Source: an optimization exercise on an open RTL-to-GDS flow (aim: small area and a short achievable clock period). Production flows keep margins and buffers that such runs may drop.
Only simulation tests tie the RTL to the original design; equivalence was not proved.
The flow treats the clock pin as an ideal source, which a real chip does not have.
Power figures rest on the tool's default switching activity, not on a simulated workload.

==> inputs of try-umber <==
==> flow/design.v (excerpt) <==
module rv6_alu_top (
    input             clk,
    input      [63:0] a,
    input      [63:0] b,
    input      [ 6:0] opcode,
    input      [ 2:0] op,
    input             mod,
    output reg [63:0] alu_out
);
==> module alu, before the edit <==
module alu (
    input      [63:0] a,
    input      [63:0] b,
    output     [63:0] alu_out,
    input      [ 6:0] opcode,
    input      [ 2:0] op,
    input             mod
);
    wire alu_op = ~opcode[6] & opcode[4] & ~opcode[2] & opcode[1] & opcode[0];
    wire lui    = ~opcode[6] & opcode[5] & opcode[4] & ~opcode[3] & opcode[2] & opcode[1] & opcode[0];
    wire w      = opcode[3];
    wire wa     = alu_op & w;
    wire s_add  = alu_op ? (op == 3'd0) : ~lui;
    wire s_shl  = alu_op & (op == 3'd1);
    wire s_slt  = alu_op & (op[2:1] == 2'b01);
    wire s_shr  = alu_op & (op == 3'd5);
    wire s_p    = alu_op & op[2] & ~op[0];           
    wire s_g    = alu_op & op[2] & op[1];            
    wire s_lui  = ~alu_op & lui;
    wire sub = alu_op & ~op[2] & (op[1] | (~op[0] & mod & opcode[5]));
    wire [63:0] p  = a ^ b;
    wire [63:0] g  = a & b;
    wire [63:0] pa = p ^ {64{sub}};
    wire [63:0] ga = sub ? (a & ~b) : g;
    wire [64:0] c;
    alu_carry u_carry (.p(pa), .g(ga), .cin(sub), .c(c));
    wire ltu = w ? ~c[32] : ~c[64];
    wire lt  = ltu ^ (~op[0] & (w ? p[31] : p[63]));
    wire [5:0] sh = {b[5] & ~w, b[4:0]};
    wire shl = ~op[2];
    wire [63:0] a_rev;
    genvar gi;
    generate
        for (gi = 0; gi < 64; gi = gi + 1) begin : g_rev
            assign a_rev[gi] = a[63 - gi];
        end
    endgenerate
    wire [31:0] hi_src = w ? {32{mod & a[31]}} : a[63:32];
    wire [63:0] src  = shl ? a_rev : {hi_src, a[31:0]};
    wire        fill = ~shl & mod & src[63];
    wire [63:0] t0 = sh[0] ? {fill,      src[63:1]}  : src;
    wire [63:0] t1 = sh[1] ? {{ 2{fill}}, t0[63:2]}  : t0;
    wire [63:0] t2 = sh[2] ? {{ 4{fill}}, t1[63:4]}  : t1;
    wire [63:0] t3 = sh[3] ? {{ 8{fill}}, t2[63:8]}  : t2;
    wire [63:0] t4 = sh[4] ? {{16{fill}}, t3[63:16]} : t3;
    wire [63:0] R  = sh[5] ? {{32{fill}}, t4[63:32]} : t4;
    wire [63:0] R_rev;
    generate
        for (gi = 0; gi < 64; gi = gi + 1) begin : g_rrev
            assign R_rev[gi] = R[63 - gi];
        end
    endgenerate
    wire [63:0] o = ({64{s_shl}} & R_rev)
                  | ({64{s_shr}} & R)
                  | ({64{s_p}} & p)
                  | ({64{s_g}} & g)
                  | ({64{s_lui}} & b)
                  | {63'b0, s_slt & lt};
    wire [63:0] r1 = o | ({64{s_add}} & ~pa);    
    wire [63:0] r0 = o | ({64{s_add}} &  pa);    
    wire [63:0] r  = c[63:0] & r1 | ~c[63:0] & r0;
    wire [31:0] hi = wa ? (c[31] ? {32{r1[31]}} : {32{r0[31]}}) : r[63:32];
    assign alu_out = {hi, r[31:0]};
endmodule
export LEC_CHECK = 0
export ABC_AREA = 1
export CAP_MARGIN = 20
export CORE_MARGIN = 2
export CORE_UTILIZATION = 30
export SETUP_SLACK_MARGIN = 2
export SLEW_MARGIN = 20
create_clock -name core_clock -period 5.5 [get_ports {clk}]
run.sh (not shown) runs the stock make flow with config.mk's settings and CLKGATE_MAP_FILE= SYNTH_SCRIPT=/design/flow/synth_recipe.tcl, a recipe that flattens the netlist after the stock synthesis.
==> try-maple: changes against try-umber <==
--- a/flow/design.v
+++ b/flow/design.v
@@ -53,11 +53,13 @@
     wire sub = alu_op & ~op[2] & (op[1] | (~op[0] & mod & opcode[5]));
     wire [63:0] p  = a ^ b;
     wire [63:0] g  = a & b;
+    wire [63:0] gs = a & ~b;
+    wire [64:0] ca, cs;
+    alu_carry u_cadd (.p(p),  .g(g),  .cin(1'b0), .c(ca));
+    alu_carry u_csub (.p(~p), .g(gs), .cin(1'b1), .c(cs));
+    wire [64:0] c  = sub ? cs : ca;
     wire [63:0] pa = p ^ {64{sub}};
-    wire [63:0] ga = sub ? (a & ~b) : g;
-    wire [64:0] c;
-    alu_carry u_carry (.p(pa), .g(ga), .cin(sub), .c(c));
-    wire ltu = w ? ~c[32] : ~c[64];
+    wire ltu = w ? ~cs[32] : ~cs[64];
     wire lt  = ltu ^ (~op[0] & (w ? p[31] : p[63]));
     wire [5:0] sh = {b[5] & ~w, b[4:0]};
     wire shl = ~op[2];
@@ -76,15 +78,20 @@
     wire [63:0] t2 = sh[2] ? {{ 4{fill}}, t1[63:4]}  : t1;
     wire [63:0] t3 = sh[3] ? {{ 8{fill}}, t2[63:8]}  : t2;
     wire [63:0] t4 = sh[4] ? {{16{fill}}, t3[63:16]} : t3;
-    wire [63:0] R  = sh[5] ? {{32{fill}}, t4[63:32]} : t4;
-    wire [63:0] R_rev;
+    wire e0 = s_shr & ~sh[5];
+    wire e1 = s_shr &  sh[5];
+    wire e2 = s_shl & ~sh[5];
+    wire e3 = s_shl &  sh[5];
+    wire [63:0] sh_res;
     generate
-        for (gi = 0; gi < 64; gi = gi + 1) begin : g_rrev
-            assign R_rev[gi] = R[63 - gi];
+        for (gi = 0; gi < 32; gi = gi + 1) begin : g_sl
+            assign sh_res[gi] = e0 & t4[gi] | e1 & t4[gi + 32] | e2 & t4[63 - gi];
+        end
+        for (gi = 32; gi < 64; gi = gi + 1) begin : g_sh
+            assign sh_res[gi] = e0 & t4[gi] | e1 & fill | e2 & t4[63 - gi] | e3 & t4[95 - gi];
         end
     endgenerate
-    wire [63:0] o = ({64{s_shl}} & R_rev)
-                  | ({64{s_shr}} & R)
+    wire [63:0] o = sh_res
                   | ({64{s_p}} & p)
                   | ({64{s_g}} & g)
                   | ({64{s_lui}} & b)
==> flow/flow/run.sh (new file) <==
#!/bin/bash
# The standard layout, except that the port buffers are buf_1 cells
# instead of the delay buffers buffer_ports picks by itself.
set -euo pipefail
export BUFFER_PORTS_ARGS="-buffer_cell sky130_fd_sc_hd__buf_1"
bash standard.sh > standard_flow.log 2>&1
==> flow/standard.sh (new file) <==
#!/bin/bash
# synth_recipe.tcl (not shown) runs the flow's synth.tcl, then flattens the netlist and writes it again
# the make line also repeats each setting of config.mk as NAME=value (left out here)
make -C /OpenROAD-flow-scripts/flow DESIGN_CONFIG=/design/flow/config.mk WORK_HOME=/design/flow/orfs CLKGATE_MAP_FILE= SYNTH_SCRIPT=/design/flow/synth_recipe.tcl "${@:-finish}"
- SETUP_SLACK_MARGIN: 2 -> 2.5
removed: flow/run.sh
==> try-garnet: changes against try-umber <==
--- a/flow/design.v
+++ b/flow/design.v
@@ -53,11 +53,13 @@
     wire sub = alu_op & ~op[2] & (op[1] | (~op[0] & mod & opcode[5]));
     wire [63:0] p  = a ^ b;
     wire [63:0] g  = a & b;
+    wire [63:0] gs = a & ~b;
+    wire [64:0] ca, cs;
+    alu_carry u_cadd (.p(p),  .g(g),  .cin(1'b0), .c(ca));
+    alu_carry u_csub (.p(~p), .g(gs), .cin(1'b1), .c(cs));
+    wire [64:0] c  = sub ? cs : ca;
     wire [63:0] pa = p ^ {64{sub}};
-    wire [63:0] ga = sub ? (a & ~b) : g;
-    wire [64:0] c;
-    alu_carry u_carry (.p(pa), .g(ga), .cin(sub), .c(c));
-    wire ltu = w ? ~c[32] : ~c[64];
+    wire ltu = w ? ~cs[32] : ~cs[64];
     wire lt  = ltu ^ (~op[0] & (w ? p[31] : p[63]));
     wire [5:0] sh = {b[5] & ~w, b[4:0]};
     wire shl = ~op[2];
@@ -76,15 +78,20 @@
     wire [63:0] t2 = sh[2] ? {{ 4{fill}}, t1[63:4]}  : t1;
     wire [63:0] t3 = sh[3] ? {{ 8{fill}}, t2[63:8]}  : t2;
     wire [63:0] t4 = sh[4] ? {{16{fill}}, t3[63:16]} : t3;
-    wire [63:0] R  = sh[5] ? {{32{fill}}, t4[63:32]} : t4;
-    wire [63:0] R_rev;
+    wire e0 = s_shr & ~sh[5];
+    wire e1 = s_shr &  sh[5];
+    wire e2 = s_shl & ~sh[5];
+    wire e3 = s_shl &  sh[5];
+    wire [63:0] sh_res;
     generate
-        for (gi = 0; gi < 64; gi = gi + 1) begin : g_rrev
-            assign R_rev[gi] = R[63 - gi];
+        for (gi = 0; gi < 32; gi = gi + 1) begin : g_sl
+            assign sh_res[gi] = e0 & t4[gi] | e1 & t4[gi + 32] | e2 & t4[63 - gi];
+        end
+        for (gi = 32; gi < 64; gi = gi + 1) begin : g_sh
+            assign sh_res[gi] = e0 & t4[gi] | e1 & fill | e2 & t4[63 - gi] | e3 & t4[95 - gi];
         end
     endgenerate
-    wire [63:0] o = ({64{s_shl}} & R_rev)
-                  | ({64{s_shr}} & R)
+    wire [63:0] o = sh_res
                   | ({64{s_p}} & p)
                   | ({64{s_g}} & g)
                   | ({64{s_lui}} & b)
==> flow/flow/run.sh (new file) <==
#!/bin/bash
# The standard layout with two changes:
#  - the port buffers are buf_1 cells instead of the delay buffers that
#    buffer_ports picks by itself;
#  - after clock tree synthesis, flow/skew.tcl gives the result registers
#    (alu_out, the endpoint of every register-to-register path) a later
#    clock through a chain of three extra buffers, and timing repair then runs once
#    after global routing with that skew in place.
set -euo pipefail
here=$(pwd)
export BUFFER_PORTS_ARGS="-buffer_cell sky130_fd_sc_hd__buf_1"
export SKIP_CTS_REPAIR_TIMING=1
export POST_CTS_TCL="$here/flow/skew.tcl"
bash standard.sh > standard_flow.log 2>&1
==> flow/flow/skew.tcl (new file) <==
# Useful skew for the register-to-register paths: the result registers
# (alu_out) get their clock through extra buffers, later than the input
# registers, since every internal path ends at them.
# buffers from the clock tree's leaf net down to the registers; the last
# one drives the registers
set skew_cells {sky130_fd_sc_hd__clkbuf_2 sky130_fd_sc_hd__clkbuf_2 sky130_fd_sc_hd__clkbuf_8}
if { [info exists ::env(SKEW_CELLS)] } { set skew_cells $::env(SKEW_CELLS) }
set stages [llength $skew_cells]
set block [ord::get_db_block]
array set groups {}
foreach inst [$block getInsts] {
  if { [string match {alu_out*} [$inst getName]] } {
    set it [$inst findITerm CLK]
    if { $it == "NULL" } { continue }
    set net [$it getNet]
    if { $net == "NULL" } { puts "skew: [$inst getName] has no CLK net"; continue }
    lappend groups([$net getName]) $inst
  }
}
set k 0
foreach netname [array names groups] {
  set insts $groups($netname)
  set sx 0; set sy 0; set pins {}
  foreach inst $insts {
    set bb [$inst getBBox]
    set sx [expr {$sx + ([$bb xMin] + [$bb xMax]) / 2}]
    set sy [expr {$sy + ([$bb yMin] + [$bb yMax]) / 2}]
  }
  foreach pin [get_pins -of_objects [get_nets $netname]] {
    set nm [get_full_name $pin]
    if { [string match {alu_out*} $nm] && [string match {*/CLK} $nm] } { lappend pins $pin }
  }
  set n [llength $insts]
  set cx [expr {$sx / $n / 1000.0}]
  set cy [expr {$sy / $n / 1000.0}]
  set cur $netname
  for { set s 0 } { $s < $stages } { incr s } {
    insert_buffer -buffer_cell [lindex $skew_cells $s] -net [get_nets $cur] -load_pins $pins \
      -location [list $cx $cy] -buffer_name skewbuf_${k}_$s -net_name skewclk_${k}_$s
    set cur [get_full_name [get_nets -of_objects [lindex $pins 0]]]
    [$block findNet $cur] setSigType CLOCK
  }
  incr k
}
puts "skew: $k groups, $stages stages"
detailed_placement
check_placement -verbose
==> flow/standard.sh (new file) <==
#!/bin/bash
# synth_recipe.tcl (not shown) runs the flow's synth.tcl, then flattens the netlist and writes it again
# the make line also repeats each setting of config.mk as NAME=value (left out here)
make -C /OpenROAD-flow-scripts/flow DESIGN_CONFIG=/design/flow/config.mk WORK_HOME=/design/flow/orfs CLKGATE_MAP_FILE= SYNTH_SCRIPT=/design/flow/synth_recipe.tcl "${@:-finish}"
- CAP_MARGIN: 20 -> 40
- CTS_CLUSTER_DIAMETER: default -> 100
- CTS_CLUSTER_SIZE: default -> 30
- SETUP_SLACK_MARGIN: 2 -> 3
- SLEW_MARGIN: 20 -> 40
removed: flow/run.sh
==> try-fjord: changes against try-umber <==
--- a/flow/design.v
+++ b/flow/design.v
@@ -53,11 +53,13 @@
     wire sub = alu_op & ~op[2] & (op[1] | (~op[0] & mod & opcode[5]));
     wire [63:0] p  = a ^ b;
     wire [63:0] g  = a & b;
+    wire [63:0] gs = a & ~b;
+    wire [64:0] ca, cs;
+    alu_carry u_cadd (.p(p),  .g(g),  .cin(1'b0), .c(ca));
+    alu_carry u_csub (.p(~p), .g(gs), .cin(1'b1), .c(cs));
+    wire [64:0] c  = sub ? cs : ca;
     wire [63:0] pa = p ^ {64{sub}};
-    wire [63:0] ga = sub ? (a & ~b) : g;
-    wire [64:0] c;
-    alu_carry u_carry (.p(pa), .g(ga), .cin(sub), .c(c));
-    wire ltu = w ? ~c[32] : ~c[64];
+    wire ltu = w ? ~cs[32] : ~cs[64];
     wire lt  = ltu ^ (~op[0] & (w ? p[31] : p[63]));
     wire [5:0] sh = {b[5] & ~w, b[4:0]};
     wire shl = ~op[2];
@@ -76,15 +78,20 @@
     wire [63:0] t2 = sh[2] ? {{ 4{fill}}, t1[63:4]}  : t1;
     wire [63:0] t3 = sh[3] ? {{ 8{fill}}, t2[63:8]}  : t2;
     wire [63:0] t4 = sh[4] ? {{16{fill}}, t3[63:16]} : t3;
-    wire [63:0] R  = sh[5] ? {{32{fill}}, t4[63:32]} : t4;
-    wire [63:0] R_rev;
+    wire e0 = s_shr & ~sh[5];
+    wire e1 = s_shr &  sh[5];
+    wire e2 = s_shl & ~sh[5];
+    wire e3 = s_shl &  sh[5];
+    wire [63:0] sh_res;
     generate
-        for (gi = 0; gi < 64; gi = gi + 1) begin : g_rrev
-            assign R_rev[gi] = R[63 - gi];
+        for (gi = 0; gi < 32; gi = gi + 1) begin : g_sl
+            assign sh_res[gi] = e0 & t4[gi] | e1 & t4[gi + 32] | e2 & t4[63 - gi];
+        end
+        for (gi = 32; gi < 64; gi = gi + 1) begin : g_sh
+            assign sh_res[gi] = e0 & t4[gi] | e1 & fill | e2 & t4[63 - gi] | e3 & t4[95 - gi];
         end
     endgenerate
-    wire [63:0] o = ({64{s_shl}} & R_rev)
-                  | ({64{s_shr}} & R)
+    wire [63:0] o = sh_res
                   | ({64{s_p}} & p)
                   | ({64{s_g}} & g)
                   | ({64{s_lui}} & b)
==> flow/flow/run.sh (new file) <==
#!/bin/bash
# The standard layout, except that the port buffers are buf_1 cells
# instead of the delay buffers buffer_ports picks by itself.
set -euo pipefail
export BUFFER_PORTS_ARGS="-buffer_cell sky130_fd_sc_hd__buf_1"
bash standard.sh > standard_flow.log 2>&1
==> flow/standard.sh (new file) <==
#!/bin/bash
# synth_recipe.tcl (not shown) runs the flow's synth.tcl, then flattens the netlist and writes it again
# the make line also repeats each setting of config.mk as NAME=value (left out here)
make -C /OpenROAD-flow-scripts/flow DESIGN_CONFIG=/design/flow/config.mk WORK_HOME=/design/flow/orfs CLKGATE_MAP_FILE= SYNTH_SCRIPT=/design/flow/synth_recipe.tcl "${@:-finish}"
- CTS_CLUSTER_DIAMETER: default -> 100
- CTS_CLUSTER_SIZE: default -> 30
- SETUP_SLACK_MARGIN: 2 -> 2.5
removed: flow/run.sh
==> comparison <==
- The lowest non-clock buffer count belongs to try-umber, the highest to try-fjord.
- The highest via count belongs to try-garnet, the lowest to try-umber.
- The lowest wire length belongs to try-umber, the highest to try-garnet.
- Of try-fjord and try-umber, try-fjord has the higher register-to-register slack (gap 0.38 ns).
- The highest clock skew belongs to try-garnet, the lowest to try-umber.
- Area after synthesis: try-garnet is higher than try-umber (8.6%).
- The lowest total power belongs to try-fjord, the highest to try-garnet.
- The highest fmax belongs to try-garnet, the lowest to try-umber.
- The lowest clock power belongs to try-fjord, the highest to try-garnet.
- Of try-umber and try-garnet, try-garnet has the higher utilization (gap 0.36 points).
- Global-route usage, highest first: try-maple, try-fjord, try-garnet, try-umber.
==> figures <==
item                                                                 try-maple                try-garnet                 try-umber                 try-fjord
Run status                                                      finished clean            finished clean            finished clean            finished clean
Aggregate global-route resource usage                                   28.23%                    26.91%                    25.93%                    28.20%
Total Wirelength                                                93,720 microns            95,380 microns            79,500 microns            93,800 microns
Core area                                                        0.06047 sq mm             0.06047 sq mm             0.05606 sq mm             0.06047 sq mm
Hold WC Path Type                                                    in -> reg                reg -> reg                reg -> reg                reg -> reg
Largest fanout on the critical path                                         13                        18                        17                        11
Crit-path slowest cell                               sky130_fd_sc_hd__a311oi_1  sky130_fd_sc_hd__o21ai_0  sky130_fd_sc_hd__o21ai_0  sky130_fd_sc_hd__dfxtp_4
Standard-cell rows                                                          90                        90                        87                        90
Leakage power                                                         9.984 nW                  10.54 nW                  10.07 nW                  9.968 nW
Number of non-clock inverters                                              320                       321                       242                       321
Switching fraction of total power                                       38.84%                    41.10%                    35.77%                    41.29%
Half-perimeter wire length after detailed placement             69,230 microns            68,080 microns            59,990 microns            69,230 microns
Total clock network power                                              1.72 mW                   1.89 mW                   1.65 mW                   1.44 mW
Fraction of power consumed by combinational cells                        32.9%                     33.3%                     33.0%                     35.2%
Layout Nets                                                              3,316                     3,368                     3,096                     3,319
Cell internal power dissipation                                       3.165 mW                  3.235 mW                  3.263 mW                  2.894 mW
Resized Gates After CTS                                                     91                         -                        18                        92
Chip Width                                                       251.5 microns             251.5 microns             241.6 microns             251.5 microns
Routed length per instance                                       24.34 microns             24.49 microns             22.05 microns             24.41 microns
Buf/Inv on CP                                                                4                         4                         2                         2
Met1 Usage GRT                                                          36.60%                    34.85%                    32.48%                    36.23%
Setup crit start                                                   opcode_q[1]               opcode_q[1]                     mod_q                   a_q[31]
Critical Path AT                                                       3.53 ns                   3.39 ns                   3.89 ns                   3.44 ns

[static timing again, ports no longer ideal]
No port has a modelled driver above. Below, the same layouts with a new extraction and two added sets of constraints. Step 1 sets driving cells, clkbuf_16 on the clock port and buf_2 on the other inputs (assumed; they add their load-dependent delay and slew). Step 2, shift: input delay + t, output delay - t, t = (earliest + latest rising clock arrival at the registers) / 2. This alone moves slack from input paths to output paths. Slacks: no drivers / after step 1 / after step 2; pairs: no drivers / after step 1.
| run | t (ns) | setup slack, ns | worst hold slack (ns) | worst setup path after step 2 | clock arrival spread, ns | slew at the worst register clock pin (ns) |
|---|---|---|---|---|---|---|
| try-umber | 0.617 | 2.107 / 2.107 / 2.107 | 0.521 / 0.521 / 0.521 | register to register | 0.024 / 0.024 | 0.07 / 0.07 |
| try-maple | 0.633 | 2.398 / 2.398 / 2.398 | 0.606 / 0.561 / 0.633 | register to register | 0.031 / 0.032 | 0.07 / 0.07 |
| try-garnet | 0.784 | 2.862 / 2.862 / 2.862 | 0.229 / 0.229 / 0.229 | register to register | 0.403 / 0.403 | 0.10 / 0.10 |
| try-fjord | 0.605 | 2.486 / 2.486 / 2.486 | 0.570 / 0.570 / 0.570 | register to register | 0.034 / 0.034 | 0.11 / 0.11 |
Clock arrivals are far apart in try-garnet, so t is only a midpoint there and step 2 fits no single register.
